Background: an optimization exercise with open tools, aiming at small area. Do not read the settings as production practice.
In this exercise RTL edits were held to simulation tests only and were not proved equivalent to the original.
Power and IR drop assume default switching activity.

## design/flow/run.sh

```bash
#!/bin/bash
# synth_recipe.tcl (not shown) runs the flow's synth.tcl, then flattens the netlist and writes it again
# the make line also repeats each setting of config.mk as NAME=value (left out here)
make -C /OpenROAD-flow-scripts/flow DESIGN_CONFIG=/design/flow/config.mk WORK_HOME=/design/flow/orfs CLKGATE_MAP_FILE= SYNTH_SCRIPT=/design/flow/synth_recipe.tcl finish
```

## design/flow/config.mk

```make
export PLATFORM = sky130hd
export DESIGN_NAME = cpu
export DESIGN_NICKNAME = cpu
export VERILOG_FILES = /design/flow/design.v
export SDC_FILE = /design/flow/constraint.sdc
export NUM_CORES = 4
export LEC_CHECK = 0
export CAP_MARGIN = 20
export CORE_MARGIN = 2
export CORE_UTILIZATION = 60
export CTS_BUF_LIST = sky130_fd_sc_hd__clkbuf_8
export CTS_CLUSTER_DIAMETER = 60
export CTS_CLUSTER_SIZE = 20
export SLEW_MARGIN = 20
export SYNTH_HIERARCHICAL = 1
```

## design/flow/constraint.sdc

```tcl
create_clock -name core_clock -period 11.5 [get_ports {clk}]
set_input_delay 2.3000 -clock core_clock [delete_from_list [all_inputs] [get_ports {clk}]]
set_output_delay 2.3000 -clock core_clock [all_outputs]
set_load 0.01 [all_outputs]
```

## design/flow/design.v

```verilog
module alu(
  input [15:0] a,
  input [15:0] b,
  input [15:0] s0,
  input [15:0] s1,
  input [5:0] sel,
  output [15:0] out
);
wire is_inc = sel[5:2] == 4'b0000;
wire is_sub = sel[5] & ~sel[4] & (sel[3] | sel[0]);
wire [15:0] p = is_inc ? {14'd0, sel[1:0]} : b;
wire [15:0] q = a ^ {16{is_sub}};
wire [15:0] sum;
wire co;
add16 add(.x(p), .y(q), .ci(is_sub), .s(sum), .co(co));
wire cf = ~co;
wire zf = a == b;           
wire of = (b[15] & ~a[15] & ~sum[15]) | (~b[15] & a[15] & sum[15]);
wire lt = sum[15] ^ of;
wire left = sel[1];
wire fill = sel[0] & s1[15];
wire [15:0] sh_in = left ? rev16(s1) : s1;
wire [15:0] sh = (s0[15:4] != 12'd0) ? {16{fill}} : shr_fill(sh_in, s0[3:0], fill);
wire [15:0] prod;
mul16 mul(.a(s1), .b(s0), .y(prod));
wire f_inc   = sel[5:2] == 4'b0000;
wire f_not   = sel == 6'b000100;
wire f_sign  = {sel[5:2], sel[0]} == 5'b00011;
wire f_exts  = sel == 6'b000110;
wire f_b     = sel[5:3] == 3'b001;
wire f_and   = sel == 6'b010000;
wire f_or    = sel == 6'b010001;
wire f_xor   = sel[5:1] == 5'b01001;
wire f_shr   = sel[5:1] == 5'b01010;
wire f_shl   = sel == 6'b010110;
wire f_add   = sel[5:1] == 5'b10000;
wire f_mul   = sel == 6'b100010;
wire f_cmp   = sel[5:3] == 3'b101;
wire f_addz  = sel[5:4] == 2'b11;
wire addz_a  = f_addz & (s0[0] ^ sel[0]);      
wire en_sum  = f_inc | f_add | (f_addz & ~addz_a);
wire [3:0] t = ({4{f_not}}  & 4'b0011)
             | ({4{f_sign | f_exts | addz_a}} & 4'b1100)
             | ({4{f_b}}    & 4'b1010)
             | ({4{f_and}}  & 4'b1000)
             | ({4{f_or}}   & 4'b1110)
             | ({4{f_xor}}  & 4'b0110);
wire [3:0] t15 = f_sign ? 4'b0011 : t;
wire [15:0] ax = {a[15:8] | {8{f_exts & a[7]}}, a[7:0]};
logic flag;
always @* begin
  case (sel[2:0])
    3'd0: flag = zf;
    3'd1: flag = ~zf;
    3'd2: flag = lt;
    3'd3: flag = lt | zf;
    3'd4: flag = cf;
    3'd5: flag = cf | zf;
    default: flag = 1'b0;
  endcase
end
wire [15:0] shl = rev16(sh);
logic [15:0] r;
integer k;
always @* begin
  for (k = 0; k < 16; k = k + 1)
    r[k] = (en_sum & sum[k])
         | lut2(k == 15 ? t15 : t, ax[k], b[k])
         | (f_shr & sh[k])
         | (f_shl & shl[k])
         | (f_mul & prod[k]);
  r[0] = r[0] | (f_cmp & flag);
end
assign out = r;
function lut2(input [3:0] tt, input x, input y);
  lut2 = (tt[3] & x & y) | (tt[2] & x & ~y) | (tt[1] & ~x & y) | (tt[0] & ~x & ~y);
endfunction
function [15:0] rev16(input [15:0] x);
  integer k;
  begin
    for (k = 0; k < 16; k = k + 1)
      rev16[k] = x[15-k];
  end
endfunction
function [15:0] shr_fill(input [15:0] x, input [3:0] n, input fill);
  logic [15:0] t;
  begin
    t = x;
    if (n[0]) t = {fill, t[15:1]};
    if (n[1]) t = {{2{fill}}, t[15:2]};
    if (n[2]) t = {{4{fill}}, t[15:4]};
    if (n[3]) t = {{8{fill}}, t[15:8]};
    shr_fill = t;
  end
endfunction
endmodule
module add16(
  input [15:0] x,
  input [15:0] y,
  input ci,
  output [15:0] s,
  output co
);
wire [8:0] c;
assign c[0] = ci;
genvar i;
generate
  for (i = 0; i < 8; i = i + 1) begin : lo
    fa fa(.a(x[i]), .b(y[i]), .c(c[i]), .s(s[i]), .co(c[i+1]));
  end
endgenerate
wire [8:0] c0;
wire [7:0] s0;
ha ha0(.a(x[8]), .b(y[8]), .s(s0[0]), .co(c0[1]));
wire [8:0] c1;
wire [7:0] s1;
xnor_g xs1(.a(x[8]), .b(y[8]), .y(s1[0]));
or_g oc1(.a(x[8]), .b(y[8]), .y(c1[1]));
generate
  for (i = 1; i < 8; i = i + 1) begin : hi
    fa fa0(.a(x[8+i]), .b(y[8+i]), .c(c0[i]), .s(s0[i]), .co(c0[i+1]));
    fa fa1(.a(x[8+i]), .b(y[8+i]), .c(c1[i]), .s(s1[i]), .co(c1[i+1]));
  end
endgenerate
assign s[15:8] = c[8] ? s1 : s0;
assign co = c[8] ? c1[8] : c0[8];
endmodule
module ha(input a, input b, output s, output co);
assign s = a ^ b;
assign co = a & b;
endmodule
module sel3#(
  parameter W = 16
) (
  input u, d, h,
  input [W-1:0] a, b, c,
  output [W-1:0] y
);
assign y = ({W{u}} & a) | ({W{d}} & b) | ({W{h}} & c);
endmodule
module decoder(
  input [17:0] insn,
  output sign,
  output [15:0] imm_mask,
  output [2:0] src_a,
  output [1:0] src_b,
  output [5:0] alu_sel,
  output wr_stk1,
  output pop,
  output push,
  output load_stk,
  output load_fp,
  output load_gp,
  output load_ip,
  output load_isr,
  output cpop,
  output cpush,
  output byt,
  output dmem_ren,
  output dmem_wen,
  output set_ien, clear_ien,
  output call,
  output pmem_wenh, pmem_wenl
);
assign imm_mask = calc_imm_mask(insn[17:14]);
assign {sign, src_a, src_b, alu_sel,
  load_stk, load_fp, load_gp, load_ip, load_isr,
  push, pop, cpush, cpop,
  wr_stk1, byt, dmem_ren, dmem_wen,
  set_ien, clear_ien, call, pmem_wenh, pmem_wenl} = decode(insn);
function [29:0] decode(input [17:0] insn);
  logic sign;
  logic [2:0] src_a;
  logic [1:0] pp;
  logic [4:0] load;
  sign = insn[11];
  src_a = {1'b0, insn[13:12]};
  pp = insn[7:6];
  load = src_a === 3'h3;
  decode = 30'd0;
  casex (insn)
    18'b11_xxxx_xxxx_xxxx_xxxx:  
      decode = {1'b0, 3'h0, 2'h1,  6'h0f,     18'b10000_1000_0000_00_000};
    18'b00_00xx_xxxx_xxxx_xxxx:  
      decode = {sign, 3'h3,   2'h1,  6'h20,   18'b00010_0010_0000_00_100};
    18'b00_0100_xxxx_xxxx_xxxx:  
      decode = {sign, 3'h3,   2'h1,  6'h20,   18'b00010_0000_0000_00_000};
    18'b00_0101_xxxx_xxxx_xxxx:  
      decode = {sign, src_a, 2'h1,  6'h20,   18'b01000_0000_0000_00_000};
    18'b00_0110_xxxx_xxxx_xxxx:  
      decode = {sign, 3'h3,   2'h1,  6'h30,  18'b00010_0100_0000_00_000};
    18'b00_1000_xxxx_xxxx_xxxx:  
      decode = {1'b0, src_a, 2'h1,  6'h0f,     18'b10000_1000_0110_00_000};
    18'b00_10xx_xxxx_xxxx_xxxx:  
      decode = {1'b0, src_a, 2'h1,  6'h20,   18'b10000_1000_0110_00_000};
    18'b00_1100_xxxx_xxxx_xxxx:  
      decode = {1'b0, src_a, 2'h1,  6'h0f,     18'b00000_0100_0101_00_000};
    18'b00_11xx_xxxx_xxxx_xxxx:  
      decode = {1'b0, src_a, 2'h1,  6'h20,   18'b00000_0100_0101_00_000};
    18'b01_0000_xxxx_xxxx_xxx0:  
      decode = {1'b0, src_a, 2'h1,  6'h0f,     18'b10000_1000_0010_00_000};
    18'b01_00xx_xxxx_xxxx_xxx0:  
      decode = {1'b0, src_a, 2'h1,  6'h20,   18'b10000_1000_0010_00_000};
    18'b01_0000_xxxx_xxxx_xxx1:  
      decode = {1'b0, src_a, 2'h1,  6'h0f,     18'b00000_0100_0001_00_000};
    18'b01_00xx_xxxx_xxxx_xxx1:  
      decode = {1'b0, src_a, 2'h1,  6'h20,   18'b00000_0100_0001_00_000};
    18'b01_01xx_xxxx_xxxx_xxxx:  
      decode = {1'b0, src_a, 2'h1,  6'h20,   18'b10000_1000_0000_00_000};
    18'b01_11xx_0xxx_xxxx_xxxx:  
      decode = {1'b0, 3'h0, 2'h0, insn[5:0],  18'b10000_0000_0000_00_000 | (pp << 11)};
    18'b01_11xx_1xxx_xx00_0x00:  
      decode = {1'b0, 3'h4, 2'h1,  6'h00,     18'b00010_0001_0000_00_000};
    18'b01_11xx_1xxx_xx00_0x01:  
      decode = {1'b0, 3'h0, 2'h1,  6'h00,     18'b00010_0110_0000_00_100};
    18'b01_11xx_1xxx_xx00_0x10:  
      decode = {1'b0, 3'h4, 2'h1,  6'h00,     18'b01000_0001_0000_00_000};
    18'b01_11xx_1xxx_xx00_0x11:  
      decode = {1'b0, 3'h1,   2'h1,  6'h00,     18'b00000_0010_0000_00_000};
    18'b01_11xx_1xxx_xx00_10x0:  
      decode = {1'b0, 3'h0, 2'h1,  6'h00,     18'b10000_0000_0010_00_000};
    18'b01_11xx_1xxx_xx00_1100:  
      decode = {1'b0, 3'h0, 2'h1,  6'h00,     18'b10000_0100_1001_00_000};
    18'b01_11xx_1xxx_xx00_1110:  
      decode = {1'b0, 3'h0, 2'h1,  6'h00,     18'b00000_0100_1001_00_000};
    18'b01_11xx_1xxx_xx00_10x1:  
      decode = {1'b0, 3'h0, 2'h1,  6'h00,     18'b10000_0000_0110_00_000};
    18'b01_11xx_1xxx_xx00_1101:  
      decode = {1'b0, 3'h0, 2'h1,  6'h00,     18'b10000_0100_1101_00_000};
    18'b01_11xx_1xxx_xx00_1111:  
      decode = {1'b0, 3'h0, 2'h1,  6'h00,     18'b00000_0100_1101_00_000};
    18'b01_11xx_1xxx_xxx1_xx0x:  
      decode = {1'b0, 3'h3,   2'h2,  6'h0f,     18'b00010_0010_0000_00_000};
    18'b01_11xx_1xxx_xxx1_xx1x:  
      decode = {1'b0, 3'h4, 2'h1,  6'h00,     18'b00010_0001_0000_10_000};
    18'b01_11xx_1xxx_xx1x_x000:  
      decode = {1'b0, 3'h0, 2'h1,  6'h00,     18'b01000_0100_0000_00_000};
    18'b01_11xx_1xxx_xx1x_x001:  
      decode = {1'b0, 3'h0, 2'h1,  6'h00,     18'b00100_0100_0000_00_000};
    18'b01_11xx_1xxx_xx1x_x010:  
      decode = {1'b0, 3'h0, 2'h1,  6'h00,     18'b00001_0100_0000_00_000};
    18'b01_11xx_1xxx_xx1x_x100:  
      decode = {1'b0, 3'h0, 2'h1,  6'h00,     18'b10000_0100_1000_00_010};
    18'b01_11xx_1xxx_xx1x_x101:  
      decode = {1'b0, 3'h0, 2'h1,  6'h00,     18'b10000_0100_1000_00_001};
  endcase
endfunction
function [15:0] calc_imm_mask(input [3:0] op);
begin
  casex (op)
    4'b11xx: calc_imm_mask = 16'hffff;  
    4'b0000: calc_imm_mask = 16'h3fff;  
    4'b0100: calc_imm_mask = 16'h0ffe;  
    default: calc_imm_mask = 16'h0fff;  
  endcase
end
endfunction
endmodule
module mul16(input [15:0] a, input [15:0] b, output [15:0] y);
wire p0_0 = ~(a[0] & b[0]);
wire p1_0 = ~(a[1] & b[0]);
wire p2_0 = ~(a[2] & b[0]);
wire p3_0 = ~(a[3] & b[0]);
wire p4_0 = ~(a[4] & b[0]);
wire p5_0 = ~(a[5] & b[0]);
wire p6_0 = ~(a[6] & b[0]);
wire p7_0 = ~(a[7] & b[0]);
wire p8_0 = ~(a[8] & b[0]);
wire p9_0 = ~(a[9] & b[0]);
wire p10_0 = ~(a[10] & b[0]);
wire p11_0 = ~(a[11] & b[0]);
wire p12_0 = ~(a[12] & b[0]);
wire p13_0 = ~(a[13] & b[0]);
wire p14_0 = ~(a[14] & b[0]);
wire p15_0 = ~(a[15] & b[0]);
wire p0_1 = ~(a[0] & b[1]);
wire p1_1 = ~(a[1] & b[1]);
wire p2_1 = ~(a[2] & b[1]);
wire p3_1 = ~(a[3] & b[1]);
wire p4_1 = ~(a[4] & b[1]);
wire p5_1 = ~(a[5] & b[1]);
wire p6_1 = ~(a[6] & b[1]);
wire p7_1 = ~(a[7] & b[1]);
wire p8_1 = ~(a[8] & b[1]);
wire p9_1 = ~(a[9] & b[1]);
wire p10_1 = ~(a[10] & b[1]);
wire p11_1 = ~(a[11] & b[1]);
wire p12_1 = ~(a[12] & b[1]);
wire p13_1 = ~(a[13] & b[1]);
wire p14_1 = ~(a[14] & b[1]);
wire p0_2 = ~(a[0] & b[2]);
wire p1_2 = ~(a[1] & b[2]);
wire p2_2 = ~(a[2] & b[2]);
wire p3_2 = ~(a[3] & b[2]);
wire p4_2 = ~(a[4] & b[2]);
wire p5_2 = ~(a[5] & b[2]);
wire p6_2 = ~(a[6] & b[2]);
wire p7_2 = ~(a[7] & b[2]);
wire p8_2 = ~(a[8] & b[2]);
wire p9_2 = ~(a[9] & b[2]);
wire p10_2 = ~(a[10] & b[2]);
wire p11_2 = ~(a[11] & b[2]);
wire p12_2 = ~(a[12] & b[2]);
wire p13_2 = ~(a[13] & b[2]);
wire p0_3 = ~(a[0] & b[3]);
wire p1_3 = ~(a[1] & b[3]);
wire p2_3 = ~(a[2] & b[3]);
wire p3_3 = ~(a[3] & b[3]);
wire p4_3 = ~(a[4] & b[3]);
wire p5_3 = ~(a[5] & b[3]);
wire p6_3 = ~(a[6] & b[3]);
wire p7_3 = ~(a[7] & b[3]);
wire p8_3 = ~(a[8] & b[3]);
wire p9_3 = ~(a[9] & b[3]);
wire p10_3 = ~(a[10] & b[3]);
wire p11_3 = ~(a[11] & b[3]);
wire p12_3 = ~(a[12] & b[3]);
wire p0_4 = ~(a[0] & b[4]);
wire p1_4 = ~(a[1] & b[4]);
wire p2_4 = ~(a[2] & b[4]);
wire p3_4 = ~(a[3] & b[4]);
wire p4_4 = ~(a[4] & b[4]);
wire p5_4 = ~(a[5] & b[4]);
wire p6_4 = ~(a[6] & b[4]);
wire p7_4 = ~(a[7] & b[4]);
wire p8_4 = ~(a[8] & b[4]);
wire p9_4 = ~(a[9] & b[4]);
wire p10_4 = ~(a[10] & b[4]);
wire p11_4 = ~(a[11] & b[4]);
wire p0_5 = ~(a[0] & b[5]);
wire p1_5 = ~(a[1] & b[5]);
wire p2_5 = ~(a[2] & b[5]);
wire p3_5 = ~(a[3] & b[5]);
wire p4_5 = ~(a[4] & b[5]);
wire p5_5 = ~(a[5] & b[5]);
wire p6_5 = ~(a[6] & b[5]);
wire p7_5 = ~(a[7] & b[5]);
wire p8_5 = ~(a[8] & b[5]);
wire p9_5 = ~(a[9] & b[5]);
wire p10_5 = ~(a[10] & b[5]);
wire p0_6 = ~(a[0] & b[6]);
wire p1_6 = ~(a[1] & b[6]);
wire p2_6 = ~(a[2] & b[6]);
wire p3_6 = ~(a[3] & b[6]);
wire p4_6 = ~(a[4] & b[6]);
wire p5_6 = ~(a[5] & b[6]);
wire p6_6 = ~(a[6] & b[6]);
wire p7_6 = ~(a[7] & b[6]);
wire p8_6 = ~(a[8] & b[6]);
wire p9_6 = ~(a[9] & b[6]);
wire p0_7 = ~(a[0] & b[7]);
wire p1_7 = ~(a[1] & b[7]);
wire p2_7 = ~(a[2] & b[7]);
wire p3_7 = ~(a[3] & b[7]);
wire p4_7 = ~(a[4] & b[7]);
wire p5_7 = ~(a[5] & b[7]);
wire p6_7 = ~(a[6] & b[7]);
wire p7_7 = ~(a[7] & b[7]);
wire p8_7 = ~(a[8] & b[7]);
wire p0_8 = ~(a[0] & b[8]);
wire p1_8 = ~(a[1] & b[8]);
wire p2_8 = ~(a[2] & b[8]);
wire p3_8 = ~(a[3] & b[8]);
wire p4_8 = ~(a[4] & b[8]);
wire p5_8 = ~(a[5] & b[8]);
wire p6_8 = ~(a[6] & b[8]);
wire p7_8 = ~(a[7] & b[8]);
wire p0_9 = ~(a[0] & b[9]);
wire p1_9 = ~(a[1] & b[9]);
wire p2_9 = ~(a[2] & b[9]);
wire p3_9 = ~(a[3] & b[9]);
wire p4_9 = ~(a[4] & b[9]);
wire p5_9 = ~(a[5] & b[9]);
wire p6_9 = ~(a[6] & b[9]);
wire p0_10 = ~(a[0] & b[10]);
wire p1_10 = ~(a[1] & b[10]);
wire p2_10 = ~(a[2] & b[10]);
wire p3_10 = ~(a[3] & b[10]);
wire p4_10 = ~(a[4] & b[10]);
wire p5_10 = ~(a[5] & b[10]);
wire p0_11 = ~(a[0] & b[11]);
wire p1_11 = ~(a[1] & b[11]);
wire p2_11 = ~(a[2] & b[11]);
wire p3_11 = ~(a[3] & b[11]);
wire p4_11 = ~(a[4] & b[11]);
wire p0_12 = ~(a[0] & b[12]);
wire p1_12 = ~(a[1] & b[12]);
wire p2_12 = ~(a[2] & b[12]);
wire p3_12 = ~(a[3] & b[12]);
wire p0_13 = ~(a[0] & b[13]);
wire p1_13 = ~(a[1] & b[13]);
wire p2_13 = ~(a[2] & b[13]);
wire p0_14 = ~(a[0] & b[14]);
wire p1_14 = ~(a[1] & b[14]);
wire p0_15 = ~(a[0] & b[15]);
wire s0, c0;
han ha0 (.a(p0_1), .b(p1_0), .s(s0), .co(c0));
wire s1, c1;
fa fa1 (.a(p0_2), .b(p1_1), .c(p2_0), .s(s1), .co(c1));
wire s2, c2;
han ha2 (.a(c0), .b(s1), .s(s2), .co(c2));
wire s3, c3;
fa fa3 (.a(p0_3), .b(p1_2), .c(p2_1), .s(s3), .co(c3));
wire s4, c4;
fa fa4 (.a(p3_0), .b(c1), .c(s3), .s(s4), .co(c4));
wire s5, c5;
han ha5 (.a(c2), .b(s4), .s(s5), .co(c5));
wire s6, c6;
fa fa6 (.a(p0_4), .b(p1_3), .c(p2_2), .s(s6), .co(c6));
wire s7, c7;
fa fa7 (.a(p3_1), .b(p4_0), .c(c3), .s(s7), .co(c7));
wire s8, c8;
fa fa8 (.a(s6), .b(s7), .c(c4), .s(s8), .co(c8));
wire s9, c9;
han ha9 (.a(c5), .b(s8), .s(s9), .co(c9));
wire s10, c10;
fa fa10 (.a(p0_5), .b(p1_4), .c(p2_3), .s(s10), .co(c10));
wire s11, c11;
fa fa11 (.a(p3_2), .b(p4_1), .c(p5_0), .s(s11), .co(c11));
wire s12, c12;
fa fa12 (.a(c6), .b(s10), .c(s11), .s(s12), .co(c12));
wire s13, c13;
fa fa13 (.a(c7), .b(s12), .c(c8), .s(s13), .co(c13));
wire s14, c14;
han ha14 (.a(c9), .b(s13), .s(s14), .co(c14));
wire s15, c15;
fa fa15 (.a(p0_6), .b(p1_5), .c(p2_4), .s(s15), .co(c15));
wire s16, c16;
fa fa16 (.a(p3_3), .b(p4_2), .c(p5_1), .s(s16), .co(c16));
wire s17, c17;
fa fa17 (.a(p6_0), .b(c10), .c(c11), .s(s17), .co(c17));
wire s18, c18;
fa fa18 (.a(s15), .b(s16), .c(s17), .s(s18), .co(c18));
wire s19, c19;
fa fa19 (.a(c12), .b(s18), .c(c13), .s(s19), .co(c19));
wire s20, c20;
han ha20 (.a(c14), .b(s19), .s(s20), .co(c20));
wire s21, c21;
fa fa21 (.a(p0_7), .b(p1_6), .c(p2_5), .s(s21), .co(c21));
wire s22, c22;
fa fa22 (.a(p3_4), .b(p4_3), .c(p5_2), .s(s22), .co(c22));
wire s23, c23;
fa fa23 (.a(p6_1), .b(p7_0), .c(c15), .s(s23), .co(c23));
wire s24, c24;
fa fa24 (.a(c16), .b(s21), .c(s22), .s(s24), .co(c24));
wire s25, c25;
fa fa25 (.a(c17), .b(s23), .c(s24), .s(s25), .co(c25));
wire s26, c26;
fa fa26 (.a(c18), .b(s25), .c(c19), .s(s26), .co(c26));
wire s27, c27;
han ha27 (.a(c20), .b(s26), .s(s27), .co(c27));
wire s28, c28;
fa fa28 (.a(p0_8), .b(p1_7), .c(p2_6), .s(s28), .co(c28));
wire s29, c29;
fa fa29 (.a(p3_5), .b(p4_4), .c(p5_3), .s(s29), .co(c29));
wire s30, c30;
fa fa30 (.a(p6_2), .b(p7_1), .c(p8_0), .s(s30), .co(c30));
wire s31, c31;
fa fa31 (.a(c21), .b(c22), .c(s28), .s(s31), .co(c31));
wire s32, c32;
fa fa32 (.a(s29), .b(s30), .c(c23), .s(s32), .co(c32));
wire s33, c33;
fa fa33 (.a(c24), .b(s31), .c(s32), .s(s33), .co(c33));
wire s34, c34;
fa fa34 (.a(c25), .b(s33), .c(c26), .s(s34), .co(c34));
wire s35, c35;
han ha35 (.a(c27), .b(s34), .s(s35), .co(c35));
wire s36, c36;
fa fa36 (.a(p0_9), .b(p1_8), .c(p2_7), .s(s36), .co(c36));
wire s37, c37;
fa fa37 (.a(p3_6), .b(p4_5), .c(p5_4), .s(s37), .co(c37));
wire s38, c38;
fa fa38 (.a(p6_3), .b(p7_2), .c(p8_1), .s(s38), .co(c38));
wire s39, c39;
fa fa39 (.a(p9_0), .b(c28), .c(c29), .s(s39), .co(c39));
wire s40, c40;
fa fa40 (.a(c30), .b(s36), .c(s37), .s(s40), .co(c40));
wire s41, c41;
fa fa41 (.a(s38), .b(s39), .c(c31), .s(s41), .co(c41));
wire s42, c42;
fa fa42 (.a(s40), .b(c32), .c(s41), .s(s42), .co(c42));
wire s43, c43;
fa fa43 (.a(c33), .b(s42), .c(c34), .s(s43), .co(c43));
wire s44, c44;
han ha44 (.a(c35), .b(s43), .s(s44), .co(c44));
wire s45, c45;
fa fa45 (.a(p0_10), .b(p10_0), .c(p1_9), .s(s45), .co(c45));
wire s46, c46;
fa fa46 (.a(p2_8), .b(p3_7), .c(p4_6), .s(s46), .co(c46));
wire s47, c47;
fa fa47 (.a(p5_5), .b(p6_4), .c(p7_3), .s(s47), .co(c47));
wire s48, c48;
fa fa48 (.a(p8_2), .b(p9_1), .c(c36), .s(s48), .co(c48));
wire s49, c49;
fa fa49 (.a(c37), .b(c38), .c(s45), .s(s49), .co(c49));
wire s50, c50;
fa fa50 (.a(s46), .b(s47), .c(c39), .s(s50), .co(c50));
wire s51, c51;
fa fa51 (.a(s48), .b(c40), .c(s49), .s(s51), .co(c51));
wire s52, c52;
fa fa52 (.a(c41), .b(s50), .c(s51), .s(s52), .co(c52));
wire s53, c53;
fa fa53 (.a(c42), .b(s52), .c(c43), .s(s53), .co(c53));
wire s54, c54;
han ha54 (.a(c44), .b(s53), .s(s54), .co(c54));
wire s55, c55;
fa fa55 (.a(p0_11), .b(p10_1), .c(p11_0), .s(s55), .co(c55));
wire s56, c56;
fa fa56 (.a(p1_10), .b(p2_9), .c(p3_8), .s(s56), .co(c56));
wire s57, c57;
fa fa57 (.a(p4_7), .b(p5_6), .c(p6_5), .s(s57), .co(c57));
wire s58, c58;
fa fa58 (.a(p7_4), .b(p8_3), .c(p9_2), .s(s58), .co(c58));
wire s59, c59;
fa fa59 (.a(c45), .b(c46), .c(c47), .s(s59), .co(c59));
wire s60, c60;
fa fa60 (.a(s55), .b(s56), .c(s57), .s(s60), .co(c60));
wire s61, c61;
fa fa61 (.a(s58), .b(c48), .c(s59), .s(s61), .co(c61));
wire s62, c62;
fa fa62 (.a(c49), .b(s60), .c(c50), .s(s62), .co(c62));
wire s63, c63;
fa fa63 (.a(s61), .b(c51), .c(s62), .s(s63), .co(c63));
wire s64, c64;
fa fa64 (.a(c52), .b(s63), .c(c53), .s(s64), .co(c64));
wire s65, c65;
han ha65 (.a(c54), .b(s64), .s(s65), .co(c65));
wire s66, c66;
fa fa66 (.a(p0_12), .b(p10_2), .c(p11_1), .s(s66), .co(c66));
wire s67, c67;
fa fa67 (.a(p12_0), .b(p1_11), .c(p2_10), .s(s67), .co(c67));
wire s68, c68;
fa fa68 (.a(p3_9), .b(p4_8), .c(p5_7), .s(s68), .co(c68));
wire s69, c69;
fa fa69 (.a(p6_6), .b(p7_5), .c(p8_4), .s(s69), .co(c69));
wire s70, c70;
fa fa70 (.a(p9_3), .b(c55), .c(c56), .s(s70), .co(c70));
wire s71, c71;
fa fa71 (.a(c57), .b(c58), .c(s66), .s(s71), .co(c71));
wire s72, c72;
fa fa72 (.a(s67), .b(s68), .c(s69), .s(s72), .co(c72));
wire s73, c73;
fa fa73 (.a(c59), .b(s70), .c(c60), .s(s73), .co(c73));
wire s74, c74;
fa fa74 (.a(s71), .b(s72), .c(c61), .s(s74), .co(c74));
wire s75, c75;
fa fa75 (.a(s73), .b(c62), .c(s74), .s(s75), .co(c75));
wire s76, c76;
fa fa76 (.a(c63), .b(s75), .c(c64), .s(s76), .co(c76));
wire s77, c77;
han ha77 (.a(c65), .b(s76), .s(s77), .co(c77));
wire s78, c78;
fa fa78 (.a(p0_13), .b(p10_3), .c(p11_2), .s(s78), .co(c78));
wire s79, c79;
fa fa79 (.a(p12_1), .b(p13_0), .c(p1_12), .s(s79), .co(c79));
wire s80, c80;
fa fa80 (.a(p2_11), .b(p3_10), .c(p4_9), .s(s80), .co(c80));
wire s81, c81;
fa fa81 (.a(p5_8), .b(p6_7), .c(p7_6), .s(s81), .co(c81));
wire s82, c82;
fa fa82 (.a(p8_5), .b(p9_4), .c(c66), .s(s82), .co(c82));
wire s83, c83;
fa fa83 (.a(c67), .b(c68), .c(c69), .s(s83), .co(c83));
wire s84, c84;
fa fa84 (.a(s78), .b(s79), .c(s80), .s(s84), .co(c84));
wire s85, c85;
fa fa85 (.a(s81), .b(c70), .c(s82), .s(s85), .co(c85));
wire s86, c86;
fa fa86 (.a(s83), .b(c71), .c(c72), .s(s86), .co(c86));
wire s87, c87;
fa fa87 (.a(s84), .b(c73), .c(s85), .s(s87), .co(c87));
wire s88, c88;
fa fa88 (.a(s86), .b(c74), .c(s87), .s(s88), .co(c88));
wire s89, c89;
fa fa89 (.a(c75), .b(s88), .c(c76), .s(s89), .co(c89));
wire s90, c90;
han ha90 (.a(c77), .b(s89), .s(s90), .co(c90));
wire s91, c91;
fa fa91 (.a(p0_14), .b(p10_4), .c(p11_3), .s(s91), .co(c91));
wire s92, c92;
fa fa92 (.a(p12_2), .b(p13_1), .c(p14_0), .s(s92), .co(c92));
wire s93, c93;
fa fa93 (.a(p1_13), .b(p2_12), .c(p3_11), .s(s93), .co(c93));
wire s94, c94;
fa fa94 (.a(p4_10), .b(p5_9), .c(p6_8), .s(s94), .co(c94));
wire s95, c95;
fa fa95 (.a(p7_7), .b(p8_6), .c(p9_5), .s(s95), .co(c95));
wire s96, c96;
fa fa96 (.a(c78), .b(c79), .c(c80), .s(s96), .co(c96));
wire s97, c97;
fa fa97 (.a(c81), .b(s91), .c(s92), .s(s97), .co(c97));
wire s98, c98;
fa fa98 (.a(s93), .b(s94), .c(s95), .s(s98), .co(c98));
wire s99, c99;
fa fa99 (.a(c82), .b(c83), .c(s96), .s(s99), .co(c99));
wire s100, c100;
fa fa100 (.a(c84), .b(s97), .c(s98), .s(s100), .co(c100));
wire s101, c101;
fa fa101 (.a(c85), .b(c86), .c(s99), .s(s101), .co(c101));
wire s102, c102;
fa fa102 (.a(s100), .b(c87), .c(s101), .s(s102), .co(c102));
wire s103, c103;
fa fa103 (.a(c88), .b(s102), .c(c89), .s(s103), .co(c103));
wire s104, c104;
han ha104 (.a(c90), .b(s103), .s(s104), .co(c104));
wire x105 = p0_15 ^ p10_5 ^ p11_4;
wire x106 = p12_3 ^ p13_2 ^ p14_1;
wire x107 = p15_0 ^ p1_14 ^ p2_13;
wire x108 = p3_12 ^ p4_11 ^ p5_10;
wire x109 = p6_9 ^ p7_8 ^ p8_7;
wire x110 = p9_6 ^ c91 ^ c92;
wire x111 = c93 ^ c94 ^ c95;
wire x112 = x105 ^ x106 ^ x107;
wire x113 = x108 ^ x109 ^ c96;
wire x114 = x110 ^ x111 ^ c97;
wire x115 = c98 ^ x112 ^ x113;
wire x116 = c99 ^ x114 ^ c100;
wire x117 = x115 ^ c101 ^ x116;
wire x118 = c102 ^ x117 ^ c103;
wire x119 = ~(c104 ^ x118);
assign y[0] = ~p0_0;
assign y[1] = ~s0;
assign y[2] = ~s2;
assign y[3] = ~s5;
assign y[4] = ~s9;
assign y[5] = ~s14;
assign y[6] = ~s20;
assign y[7] = ~s27;
assign y[8] = ~s35;
assign y[9] = ~s44;
assign y[10] = ~s54;
assign y[11] = ~s65;
assign y[12] = ~s77;
assign y[13] = ~s90;
assign y[14] = ~s104;
assign y[15] = ~x119;
endmodule
module fa(input a, input b, input c, output s, output co);
assign s = a ^ b ^ c;
assign co = (a & b) | (a & c) | (b & c);
endmodule
module han(input a, input b, output s, output co);
xnor_g xs(.a(a), .b(b), .y(s));
or_g oc(.a(a), .b(b), .y(co));
endmodule
module xnor_g(input a, input b, output y);
assign y = ~(a ^ b);
endmodule
module or_g(input a, input b, output y);
assign y = a | b;
endmodule
module cpu#(
  parameter CLOCK_HZ = 27_000_000
) (
  input  rst,
  input  clk,
  input  irq,
  output dmem_ren,
  output dmem_wen,
  output dmem_byt,
  output [14-1:0] dmem_addr,
  input  [15:0] dmem_rdata,
  output [15:0] dmem_wdata,
  output pmem_wenh, pmem_wenl,
  output [14-1:0] pmem_addr,
  input  [17:0] pmem_rdata,
  output [17:0] pmem_wdata
);
logic reg1, reg2;            
logic irq_pend, ien;
logic [17:0] insn;
logic [15:0] fp, gp, ip, isr;
logic addr_d0;               
wire ph_dec   = ~reg1 & ~reg2;
wire ph_exec  =  reg1 & ~reg2;
wire ph_rdmem =  reg1 &  reg2;
wire ph_fetch = ~reg1 &  reg2;
wire ph_half  = ~reg2;       
always @(posedge clk, posedge rst) begin
  if (rst) begin
    reg1 <= 1'b1;
    reg2 <= 1'b1;
  end else begin
    reg1 <= ~reg2;
    reg2 <= reg1;
  end
end
logic sign, wr_stk1;
logic [15:0] imm_mask;
logic [2:0] d_src_a;
logic [1:0] d_src_b;
logic [5:0] d_alu;
logic d_pop, d_push, d_stk, d_fp, d_gp, d_ip, d_isr, d_cpop, d_cpush, d_byt,
  d_ren, d_wen, d_set_ien, d_clear_ien, d_call, d_wenh, d_wenl;
decoder decoder(
  .insn(insn),
  .sign(sign),
  .imm_mask(imm_mask),
  .src_a(d_src_a),
  .src_b(d_src_b),
  .alu_sel(d_alu),
  .wr_stk1(wr_stk1),
  .pop(d_pop),
  .push(d_push),
  .load_stk(d_stk),
  .load_fp(d_fp),
  .load_gp(d_gp),
  .load_ip(d_ip),
  .load_isr(d_isr),
  .cpop(d_cpop),
  .cpush(d_cpush),
  .byt(d_byt),
  .dmem_ren(d_ren),
  .dmem_wen(d_wen),
  .set_ien(d_set_ien),
  .clear_ien(d_clear_ien),
  .call(d_call),
  .pmem_wenh(d_wenh),
  .pmem_wenl(d_wenl)
);
wire irq_masked = ien & irq;
wire np = ~irq_pend;
wire xp = np & ph_exec;      
wire stk_phase = d_ren ? ph_rdmem : ph_exec;
wire pop      = d_pop & xp;
wire push     = d_push & np & stk_phase;
wire load_stk = d_stk & np & stk_phase;
wire load_fp  = d_fp & xp;
wire load_gp  = d_gp & xp;
wire load_isr = d_isr & xp;
wire load_ip  = ((d_ip | irq_pend) & ph_exec) | (ph_fetch & ~irq_masked);
wire cpop     = d_cpop & xp;
wire cpush    = (d_cpush | irq_pend) & ph_dec;
wire set_ien  = d_set_ien & xp;
wire clear_ien = (d_clear_ien | irq_pend) & ph_exec;
assign dmem_ren  = ph_rdmem & d_ren;
assign dmem_wen  = d_wen & xp;
assign dmem_byt  = d_byt & np;
assign pmem_wenh = d_wenh & xp;
assign pmem_wenl = d_wenl & xp;
logic [15:0] stack0, stack1, cstack0, alu_out, stack_in;
logic [15:0] sr [1:15];
logic [3:0] sd;              
assign stack1 = (sd != 4'd0) ? sr[1] : 16'd0;
always @(posedge clk, posedge rst) begin
  if (rst)
    stack0 <= 16'd0;
  else if (load_stk)
    stack0 <= stack_in;
  else if (pop)
    stack0 <= stack1;
  else if (push)
    stack0 <= 16'd0;
end
always @(posedge clk, posedge rst) begin
  if (rst)
    sd <= 4'd0;
  else if (pop)
    sd <= (sd == 4'd0) ? 4'd0 : sd - 4'd1;
  else if (push)
    sd <= (sd == 4'd15) ? 4'd15 : sd + 4'd1;
end
wire s_up   = pop;
wire s_down = push & ~pop;
wire s_hold = ~pop & ~push;
logic [15:0] sr_next [1:14];
sel3 #(16) sr_sel1 (.u(s_up), .d(s_down), .h(s_hold), .a(sr[2]), .b(stack0), .c(sr[1]), .y(sr_next[1]));
genvar g;
generate
  for (g = 2; g < 15; g = g + 1) begin : sr_row
    sel3 #(16) sel (.u(s_up), .d(s_down), .h(s_hold), .a(sr[g+1]), .b(sr[g-1]), .c(sr[g]), .y(sr_next[g]));
  end
endgenerate
integer i;
always @(posedge clk) begin
  for (i = 1; i < 15; i = i + 1)
    sr[i] <= sr_next[i];
  sr[15] <= s_down ? sr[14] : sr[15];
end
logic [15:0] cr [1:15];
logic [3:0] cd;
wire [15:0] cstack1 = (cd != 4'd0) ? cr[1] : 16'd0;
always @(posedge clk, posedge rst) begin
  if (rst)
    cstack0 <= 16'd0;
  else if (cpush)
    cstack0 <= alu_out;
  else if (cpop)
    cstack0 <= cstack1;
end
always @(posedge clk, posedge rst) begin
  if (rst)
    cd <= 4'd0;
  else if (cpop)
    cd <= (cd == 4'd0) ? 4'd0 : cd - 4'd1;
  else if (cpush)
    cd <= (cd == 4'd15) ? 4'd15 : cd + 4'd1;
end
wire c_up   = cpop;
wire c_down = cpush & ~cpop;
wire c_hold = ~cpop & ~cpush;
logic [15:0] cr_next [1:14];
sel3 #(16) cr_sel1 (.u(c_up), .d(c_down), .h(c_hold), .a(cr[2]), .b(cstack0), .c(cr[1]), .y(cr_next[1]));
generate
  for (g = 2; g < 15; g = g + 1) begin : cr_row
    sel3 #(16) sel (.u(c_up), .d(c_down), .h(c_hold), .a(cr[g+1]), .b(cr[g-1]), .c(cr[g]), .y(cr_next[g]));
  end
endgenerate
always @(posedge clk) begin
  for (i = 1; i < 15; i = i + 1)
    cr[i] <= cr_next[i];
  cr[15] <= c_down ? cr[14] : cr[15];
end
logic [15:0] src_a, src_b, imm;
wire a_fp   = ph_half & np & (d_src_a == 3'h1);
wire a_gp   = ph_half & np & (d_src_a == 3'h2);
wire a_ip   = ~ph_half | (d_src_a == 3'h3) | irq_pend | (d_call & ph_dec);
wire a_cstk = ph_half & np & (d_src_a == 3'h4);
assign src_a = a_fp ? fp
             : a_gp ? gp
             : a_ip ? ip
             : a_cstk ? cstack0
             : stack0;
assign imm = (insn[15:0] & imm_mask) | (sign ? {~imm_mask[15:10], 10'd0} : 16'd0);
assign src_b = irq_pend ? isr
             : d_src_b == 2'h0 ? stack1
             : d_src_b == 2'h1 ? imm
             : isr;
wire [5:0] alu_sel = ph_exec ? (irq_pend ? 6'h0f : d_alu)
                   : ph_fetch ? 6'h01 : 6'h00;
alu alu(
  .a(src_a),
  .b(src_b),
  .s0(stack0),
  .s1(stack1),
  .sel(alu_sel),
  .out(alu_out)
);
assign stack_in = dmem_ren ? (dmem_byt ? (addr_d0 ? {8'd0, dmem_rdata[15:8]}
                                                  : {8'd0, dmem_rdata[7:0]})
                                       : dmem_rdata)
                           : alu_out;
assign dmem_addr = alu_out[14-1:0];
assign pmem_addr = alu_out[14-1:0];
wire [15:0] wdata_raw = wr_stk1 ? stack1 : stack0;
assign dmem_wdata = alu_out[0] ? {wdata_raw[7:0], 8'd0} : wdata_raw;
assign pmem_wdata = {wdata_raw[1:0], wdata_raw};
always @(posedge clk, posedge rst) begin
  if (rst)
    fp <= 16'h4000;
  else if (load_fp)
    fp <= alu_out;
end
always @(posedge clk, posedge rst) begin
  if (rst)
    gp <= 16'h0100;
  else if (load_gp)
    gp <= alu_out;
end
always @(posedge clk, posedge rst) begin
  if (rst)
    ip <= 16'h0;
  else if (load_ip)
    ip <= alu_out;
end
always @(posedge clk, posedge rst) begin
  if (rst)
    isr <= 16'd0;
  else if (load_isr)
    isr <= alu_out;
end
always @(posedge clk, posedge rst) begin
  if (rst)
    insn <= 18'd0;
  else if (ph_fetch)
    insn <= pmem_rdata;
end
always @(posedge clk, posedge rst) begin
  if (rst)
    addr_d0 <= 1'b0;
  else
    addr_d0 <= alu_out[0];
end
always @(posedge clk, posedge rst) begin
  if (rst)
    ien <= 1'b1;
  else if (set_ien)
    ien <= 1'b1;
  else if (clear_ien)
    ien <= 1'b0;
end
always @(posedge clk, posedge rst) begin
  if (rst)
    irq_pend <= 1'b0;
  else if (ph_fetch)
    irq_pend <= irq_masked;
end
endmodule
```

==> results of run 1 <==
-- final cells by class --
class / count / area [um^2]
fillers: 4214 / 18600
well taps: 688 / 861
multi-input cells: 1801 / 15400
clock buffers: 41 / 564
repair buffers: 204 / 1820
inverters: 509 / 1930
flip-flops and latches: 607 / 13100
diodes: 1 / 2.50
clock inverters: 35 / 240
-- what timing repair did --
item / in CTS / in global routing
setup endpoints to repair: 22 / 22
buffers inserted: 2 / 14
pin swaps: 1 / 2
gates resized for setup: 3 / 20
gates cloned: 0 / 1
-- modules after synthesis (local to each module, per instance), a selection --
module	cells inside	flops+latches	area, um^2
fa	1	0	20.0
alu	420	0	3090
xnor_g	1	0	8.76
decoder	140	0	833
or_g	1	0	6.26
add16	10	0	146
cpu	1248	607	17400
mul16	196	0	918
ha	1	0	12.5
-- power by group through the flow --
| stage | Sequential [uW] | Combinational (uW) | Clock (uW) |
|---|---|---|---|
| 2_1_floorplan | 2540 | 1810 | 0 |
| 3_3_place_gp | 2680 | 2770 | 0 |
| 3_5_place_dp | 2690 | 2820 | 0 |
| 4_1_cts | 2640 | 2830 | 1120 |
| 5_1_grt | 2670 | 3110 | 1190 |
| 6_report | 2650 | 2920 | 1090 |
-- final timing paths --
kind | end | slack, ns | cells past startpoint
min in group asynchronous | isr[9] | 2.14 | 2
setup reg to reg | stack0[15] | 1.59 | 32
hold / removal | cr[15][2] | 0.47 | 0
max in group asynchronous | ip[3] | 8.18 | 3
hold reg to reg | cr[15][2] | 0.47 | 0
setup / recovery | dmem_addr[0] | 0.29 | 27
-- metal layers --
metal	share of wire (%)	up-vias
li1	-	11700
met1	43	13000
met2	45	1155
met3	7.9	219
met4	4.0	2
met5	0.014	-
-- metrics by stage --
step / worst slack, ns / hold slack [ns] / area (um^2) / total power (uW) / instances
floorplan: 1.41 / 0.352 / 31900 / 4350 / 3148
global placement: 0.692 / 0.438 / 32800 / 5450 / 3790
detailed placement: 0.475 / 0.445 / 32900 / 5500 / 3791
CTS: 0.00169 / 0.455 / 33700 / 6590 / 3869
global route: 0.0429 / 0.475 / 33900 / 6980 / 3886
finish: 0.295 / 0.467 / 33900 / 6660 / 3886
-- placed cells by master (no fill, tap or decap), types with 9 or more instances in the layout --
cell	count
nand2_1	307
a211oi_1	19
mux4_2	13
a21oi_1	38
mux2_4	39
o21ai_0	62
xor2_1	22
mux2i_1	51
a31oi_1	16
a22oi_1	14
xnor2_1	51
fa_1	112
inv_6	9
nand3b_1	10
a221o_1	23
o22ai_1	20
inv_1	524
a222oi_1	467
nand3_1	31
or2_1	19
nor3_1	14
buf_4	96
clkdlybuf4s50_1	103
and2_1	17
ha_1	9
mux2_2	45
nand4_1	12
nor3b_1	12
nand2b_1	20
a221oi_1	10
a21o_1	21
edfxtp_1	32
conb_1	12
dfrtp_1	116
nor2b_1	54
nor2_1	102
dfxtp_1	448
clkbuf_8	42
a311oi_2	11
-- state kept, by name (all words and copies together) (netlist names) --
signal    flops
cr          240
sr          240
insn         18
cstack0      16
fp           16
gp           16
ip           16
isr          16
stack0       16
cd            4
sd            4
addr_d0       1
ien           1
irq_pend      1
reg1          1
reg2          1
-- cells by family (layout without fill, tap and decap cells) --
family          count (synthesis)  in the layout  synth area share (%)
xor+xnor                       76             76                  2.18
simple gates                  666            666                  10.2
buf+inv                       740            789                  11.1
compound gates                772            772                  21.7
mux                           153            153                  6.17
fa+ha+maj                     122            122                  7.45
other cells                     2             13                0.0236
flops                         607            607                  41.1
==> summary.md, run 1 <==
| Metric | Value |
|---|---|
| GPL Wtd Cong | `0.996` |
| GRT Overall Usage | `32.3%` |
| IO buf count | `103` |
| Startpoint types | `flop` |
| Mean area per synthesized cell | `10.2 um^2` |
| Most frequent cell after synthesis | `inv_1` |
| Final design utilization | `64.5%` |
| Number of global-route vias before repair | `23700` |
| I/O pin count | `104` |
| Post-synth ARST share | `20.9%` |
| Post-DP HPWL | `62000 um` |
| Crit path max fanout | `15` |
| Flop pwr share | `39.8%` |
| Final Critical Period | `11.21 ns` |
| Largest net degree at the start of global routing | `142` |
| Max stage delay on crit path | `0.55 ns` |
| Grt ovf | `0` |
| Setup Viol. Count Final | `0` |
| Hold Buf Count CTS | `0` |
| Synthesized flop and latch total | `607` |
| EDFF count, synth | `32` |
| Number of DRC markers in iteration 0 | `4162` |
| Max Slew Vio Count | `0` |
| NetSw | `2780 uW` |
| Worst path required time | `9.20 ns` |
| Syn-to-layout area delta | `6.39%` |
| Slowest stage cell, crit path | `clkdlybuf4s50_1` |
| Setup crit end kind | `primary output` |
| Wire per inst | `23.6 um` |
| Switching share of power | `41.7%` |
| Met3 global-route usage | `5.91%` |
| Max Cap Viol | `0` |
| WS Path Type | `reg -> out` |
| Clk buf depth | `3` |
| Synth Cell Area | `31900 um^2` |
| Leading area contributor after synthesis | `dfxtp_1` |
| Fmax | `89.2 MHz` |
| Yosys warns | `15` |
| HP Start | `cr[14][2]` |
| Area contributors post-synth | `dfxtp_1 28%, a222oi_1 15%, dfrtp_1 9.6%, fa_1 7.1%, inv_1 6.0%` |
| Worst Skew | `0.0431 ns` |
| Post-Syn Instances | `3138` |
| Clock Tree Root | `clkbuf_8` |
| Final Routed Wirelength | `91800 um` |
| Hold Vio Cnt, Final | `0` |
| Via/cell ratio | `6.69` |
| Clock power frac | `16.3%` |
| Crit path DAT | `8.91 ns` |
| Worst-Skew Late Latency | `0.68 ns` |
| Die Ht | `234 um` |
| Synth Flop Type | `dfxtp_1` |
| Row cnt | `84` |
| Origin of the critical flop-to-flop path | `sd[0]` |
| Fin crit share | `97.4%` |
| Unrepaired setup endpoints after global routing | `false` |
| Yosys top cell area share | `28.1%` |
| DRC Markers | `0` |
| Worst path most repeated cell | `fa_1` |
| Sequential share of the synthesized area | `41.1%` |
| CP startpoint | `insn[17]` |
| GRT Max-Usage Layer | `met2` |
| CTS tree | `built` |
| Antenna-violating nets left | `0` |
| Commonest cells in the netlist | `506 x inv_1, 467 x a222oi_1, 448 x dfxtp_1` |
| Slew @ Worst Pin | `1.19 ns` |
| Nets | `3323` |
| Leak | `0.0158 uW` |
| # H-tree levels | `2` |
| M2 GR Usage | `50.4%` |
| Met1 GRT Util | `45.3%` |
| Share of cells above drive strength 1 | `10.7%` |
| Core area | `52600 um^2` |
| Status | `timing/DRC/antenna clean` |
| Crit path buffers/inverters | `5` |
| First-pass GRT wire length | `138000 um` |
| Effective utilization at floorplan | `60.6%` |
| Initial antenna violation count | `3` |
| Total CTS buffers | `41` |
| Post-Route Setup TNS | `0 ns` |
| Clock transition at the registers of the reported paths | `0.11 ns` |
| Hold Crit Class | `reg -> reg` |
| First drt pass iteration count | `17` |
| Die ar. | `55000 um^2` |
| Worst vdd ir | `158 uV` |
| Via count | `26000` |
| Die width | `234 um` |
| Max_slew headroom | `20.0%` |
| CTS sink cnt | `607` |
| Yosys cell types | `98` |
| Internal cell power | `3880 uW` |
| PwrDens | `196 nW/um^2` |
| CP top delay family | `adder cells` |
| Combinational share of power | `43.8%` |
==> run 2: changes to the inputs <==
--- a/design/flow/config.mk
+++ b/design/flow/config.mk
@@ -7,9 +7,9 @@
 export LEC_CHECK = 0
 export CAP_MARGIN = 20
 export CORE_MARGIN = 2
-export CORE_UTILIZATION = 60
+export CORE_UTILIZATION = 45
 export CTS_BUF_LIST = sky130_fd_sc_hd__clkbuf_8
-export CTS_CLUSTER_DIAMETER = 60
-export CTS_CLUSTER_SIZE = 20
+export CTS_CLUSTER_DIAMETER = 50
+export CTS_CLUSTER_SIZE = 16
 export SLEW_MARGIN = 20
 export SYNTH_HIERARCHICAL = 1
==> summary.md, run 2 <==
| Metric | Value |
|---|---|
| CTS sink cnt | `607 (unchanged)` |
| Share of cells above drive strength 1 | `12.2% (+1.5 points)` |
| Nets | `3342 (+0.57%)` |
| Synth Cell Area | `31900 um^2 (unchanged)` |
| Finished Layout Cells | `4183 (+7.6%)` |
| Tot Pwr | `7300 uW (+9.6%)` |
| Yosys cell types | `98 (unchanged)` |
| Die width | `270 um (+15%)` |
| Inst Count DP | `4042 (+6.6%)` |
| Hold_ws | `0.457 ns (-0.0100 ns)` |
| Placed Area | `33200 um^2 (+1.1%)` |
| Die ar. | `73000 um^2 (+33%)` |
| Core area | `70000 um^2 (+33%)` |
| Slowest stage cell, crit path | `clkdlybuf4s50_1` |
| Commonest cells in the netlist | `506 x inv_1, 467 x a222oi_1, 448 x dfxtp_1` |
| Setup crit end kind | `primary output` |
| Post-DP HPWL | `61800 um (-0.29%)` |
| Post-synth ARST share | `20.9% (unchanged)` |
| Final Critical Period | `11.31 ns (+0.102 ns)` |
| Seq. cell area | `13100 um^2 (about the same)` |
| Sequential share of the synthesized area | `41.1% (unchanged)` |
| EDFF count, synth | `32 (unchanged)` |
| Via count | `26000 (+0.20%)` |
| Largest net degree at the start of global routing | `243 (+71%)` |
| # H-tree levels | `3 (+1)` |
| GRT Overall Usage | `24.8% (-7.5 points)` |
| Leading area contributor after synthesis | `dfxtp_1` |
| Worst Skew | `0.0500 ns (+0.00696 ns)` |
| Clock transition at the registers of the reported paths | `0.09 ns (-0.02 ns)` |
| Flop-to-flop setup slack | `1.69 ns (+0.10 ns)` |
| Antenna-violating nets left | `0 (unchanged)` |
| Hold Crit Class | `reg -> reg` |
| Setup Viol. Count Final | `0 (unchanged)` |
| Fill count | `6464 (+53%)` |
| Commonest non-fill, non-tap cells in the layout | `510 x inv_1, 467 x a222oi_1, 448 x dfxtp_1, 307 x nand2_1, 115 x dfrtp_1` |
| Die Ht | `270 um (+15%)` |
| Synth Flop Type | `dfxtp_1` |
| Max_slew headroom | `16.1% (-3.9 points)` |
| Startpoint types | `flop` |
| Crit path max fanout | `10 (-5)` |
| Yosys top cell area share | `28.1% (unchanged)` |
| Largest regs | `cr x240, sr x240, insn x18` |
| Clock Tree Root | `clkbuf_8` |
| First-pass GRT wire length | `143000 um (+3.7%)` |
| Worst-Skew Late Latency | `0.70 ns (+0.02 ns)` |
| WS Path Type | `reg -> out` |
| Hold Buf Count CTS | `0 (unchanged)` |
| CTS tree | `built` |
| DRC Markers | `0 (unchanged)` |
| Wire per inst | `22.4 um (-5.2%)` |
| Area contributors post-synth | `dfxtp_1 28%, a222oi_1 15%, dfrtp_1 9.6%, fa_1 7.1%, inv_1 6.0%` |
| PwrDens | `209 nW/um^2 (+6.2%)` |
| Leak | `0.0161 uW (+2.1%)` |
| Pre-CTS setup slack | `0.677 ns (+0.202 ns)` |
| Row cnt | `97 (+15%)` |
| First drt pass iteration count | `14 (-3)` |
| Syn-to-layout area delta | `9.77%` |
| Synthesized flop and latch total | `607 (unchanged)` |
| Total CTS buffers | `69 (+68%)` |
| Worst path required time | `9.20 ns (about the same)` |
| IO buf count | `103 (unchanged)` |
| Number of global-route vias before repair | `24300 (+2.7%)` |
| Max Cap Viol | `0 (unchanged)` |
| Most common cell after layout, fill and taps aside | `inv_1` |
| Status | `timing/DRC/antenna clean` |
| Via/cell ratio | `6.23 (-6.9%)` |
| GPL Wtd Cong | `0.973 (-2.3%)` |
| CP Cell Sequence | `inv_1 > ha_1 > nor3b_4 > nor2b_2 > nand2_1 > fa_1 > fa_1 > fa_1 > fa_1 > fa_1 > fa_1 > fa_1 > fa_1 > fa_1 > fa_1 > fa_1 > fa_1 > xnor2_1 > inv_1 > a22oi_1 > o311a_1 > o21ai_1 > clkdlybuf4s50_1` |
| Hold Vio Cnt, Final | `0 (unchanged)` |
| Final Routed Wirelength | `93700 um (+2.0%)` |
| Post-Syn Instances | `3138 (unchanged)` |
| Slew @ Worst Pin | `1.25 ns (+0.0534 ns)` |
| Mean area per synthesized cell | `10.2 um^2 (unchanged)` |
| Fmax | `88.4 MHz (-0.90%)` |
| Crit path DAT | `9.01 ns (+0.10 ns)` |
| Effective utilization at floorplan | `45.5% (-15 points)` |
| Initial antenna violation count | `3 (unchanged)` |
| Grt ovf | `0 (unchanged)` |
| Final std cell area, no fill | `35000 um^2 (+3.2%)` |
| Worst vdd ir | `161 uV (+2.0%)` |
| Setup ws final | `0.193 ns (-0.102 ns)` |
| Max Slew Vio Count | `0 (unchanged)` |
| Max stage delay on crit path | `0.60 ns (+0.05 ns)` |
| Most frequent cell after synthesis | `inv_1` |
| I/O pin count | `104 (unchanged)` |
| Number of DRC markers in iteration 0 | `4288 (+3.0%)` |
| Yosys warns | `15 (unchanged)` |
| Worst path most repeated cell | `fa_1` |
| Area of the multi-input gates | `15300 um^2 (-0.23%)` |
| Clk buf depth | `3 (unchanged)` |
| Fin crit share | `98.3% (+0.89 points)` |
==> run 2: changes by cell type in the layout (fill, tap and decap cells not counted), moves of 3 or more <==
cell	previous run	this run
bufinv_16	0	9
clkbuf_8	42	72
clkinv_2	1	9
inv_1	524	510
buf_4	96	85
clkinv_4	2	6
clkinv_8	0	4
a311oi_1	5	8
inv_8	2	5
inv_6	9	13
clkinvlp_4	1	4
==> run 2: final timing paths <==
check,from,endpoint,cells past startpoint
max,sd[0],dmem_addr[13],23
min,cr[14][7],cr[15][7],0
max reg2reg,sd[0],stack0[15],30
min reg2reg,cr[14][7],cr[15][7],0
max in group asynchronous,rst,fp[0],3
min in group asynchronous,rst,irq_pend,2
==> run 2: cells by family after synthesis <==
family,synth area share [%]
adders and majority gates,7.45
muxes,6.17
and+or+nand+nor,10.2
AOI/OAI and AO/OA,21.7
other,0.0236
DFF,41.1
xor gates and xnor gates,2.18
buffers and inverters,11.1
==> run 2: layer usage <==
| metal | global-route usage, % | vias to the layer above | wire, um |
|---|---|---|---|
| li1 | - | 11700 | - |
| met1 | 34.3 | 13000 | 40800 |
| met2 | 37.3 | 1102 | 41100 |
| met3 | 4.65 | 231 | 7150 |
| met4 | 11.9 | 0 | 4700 |
| met5 | 0 | - | 0 |
==> run 2: through the flow <==
step           setup TNS, ns  utilization (%)
6_report                   0             50.0
5_1_grt             -0.00594             49.9
4_1_cts                    0             49.8
3_5_place_dp               0             47.4
3_3_place_gp               0             47.4
2_1_floorplan              0                -
==> run 2: repair_timing <==
action                                  in CTS  in global routing
setup buffers                                1                  7
endpoints found under the setup margin      10                 24
cloned                                       0                  1
pin swaps                                    1                  3
hold endpoints to repair                     0                  0
gates resized for setup                      2                 13
==> run 2: worst max-delay path, delay by kind of cell (launching register included) <==
family,cells,cell delay [ns]
compound gates,3,0.68
fa+ha+maj,13,5.24
simple gates,3,0.85
buf+inv,3,0.79
xor+xnor,1,0.35
flops,1,0.44
==> run 2: Yosys stat by module, one instance, submodules excluded, a selection <==
module / cell area [um^2] / cells inside
ha: 12.5 / 1
alu: 3090 / 420
cpu: 17400 / 1248
add16: 146 / 10
mul16: 918 / 196
fa: 20.0 / 1
decoder: 833 / 140
xnor_g: 8.76 / 1
or_g: 6.26 / 1
==> run 2: layout make-up <==
type	instances	share of cell area (%)
tap	940	3.36
clock buffer	71	2.79
antenna	3	0.0215
multi-input combinational	1801	43.8
inverter	509	5.52
clock inverter	57	1.95
timing repair buffer	195	5.03
sequential	607	37.5
==> run 2: where the power goes <==
part | switching, uW | total (uW) | internal [uW]
Combinational | 1780 | 2940 | 1160
Sequential | 278 | 2630 | 2350
Clock | 887 | 1720 | 837
Total | 2950 | 7300 | 4350

## separate check: timing with driven ports
No port has a modelled driver above. Below, the same layouts with a new extraction and two added sets of constraints.
Step 1: set_driving_cell puts a clkbuf_16 on clk and a buf_2 on each other input, an assumption about the parent block.
Step 2 adds t to the input delays and takes it off the output delays; t is the mean of the earliest and latest rising clock arrival at the registers after step 1. Input paths then give back, and output paths get back, about the clock's delay inside the block.
Slacks: ideal / step 1 / step 2; pairs: ideal / step 1.
run | t, ns | setup WS [ns] | worst setup path after step 2
run 1 | 0.718 | 0.295 / 0.233 / 0.950 | register to output
run 2 | 0.738 | 0.193 / 0.129 / 0.867 | register to output
After both steps every run listed still meets setup and hold.
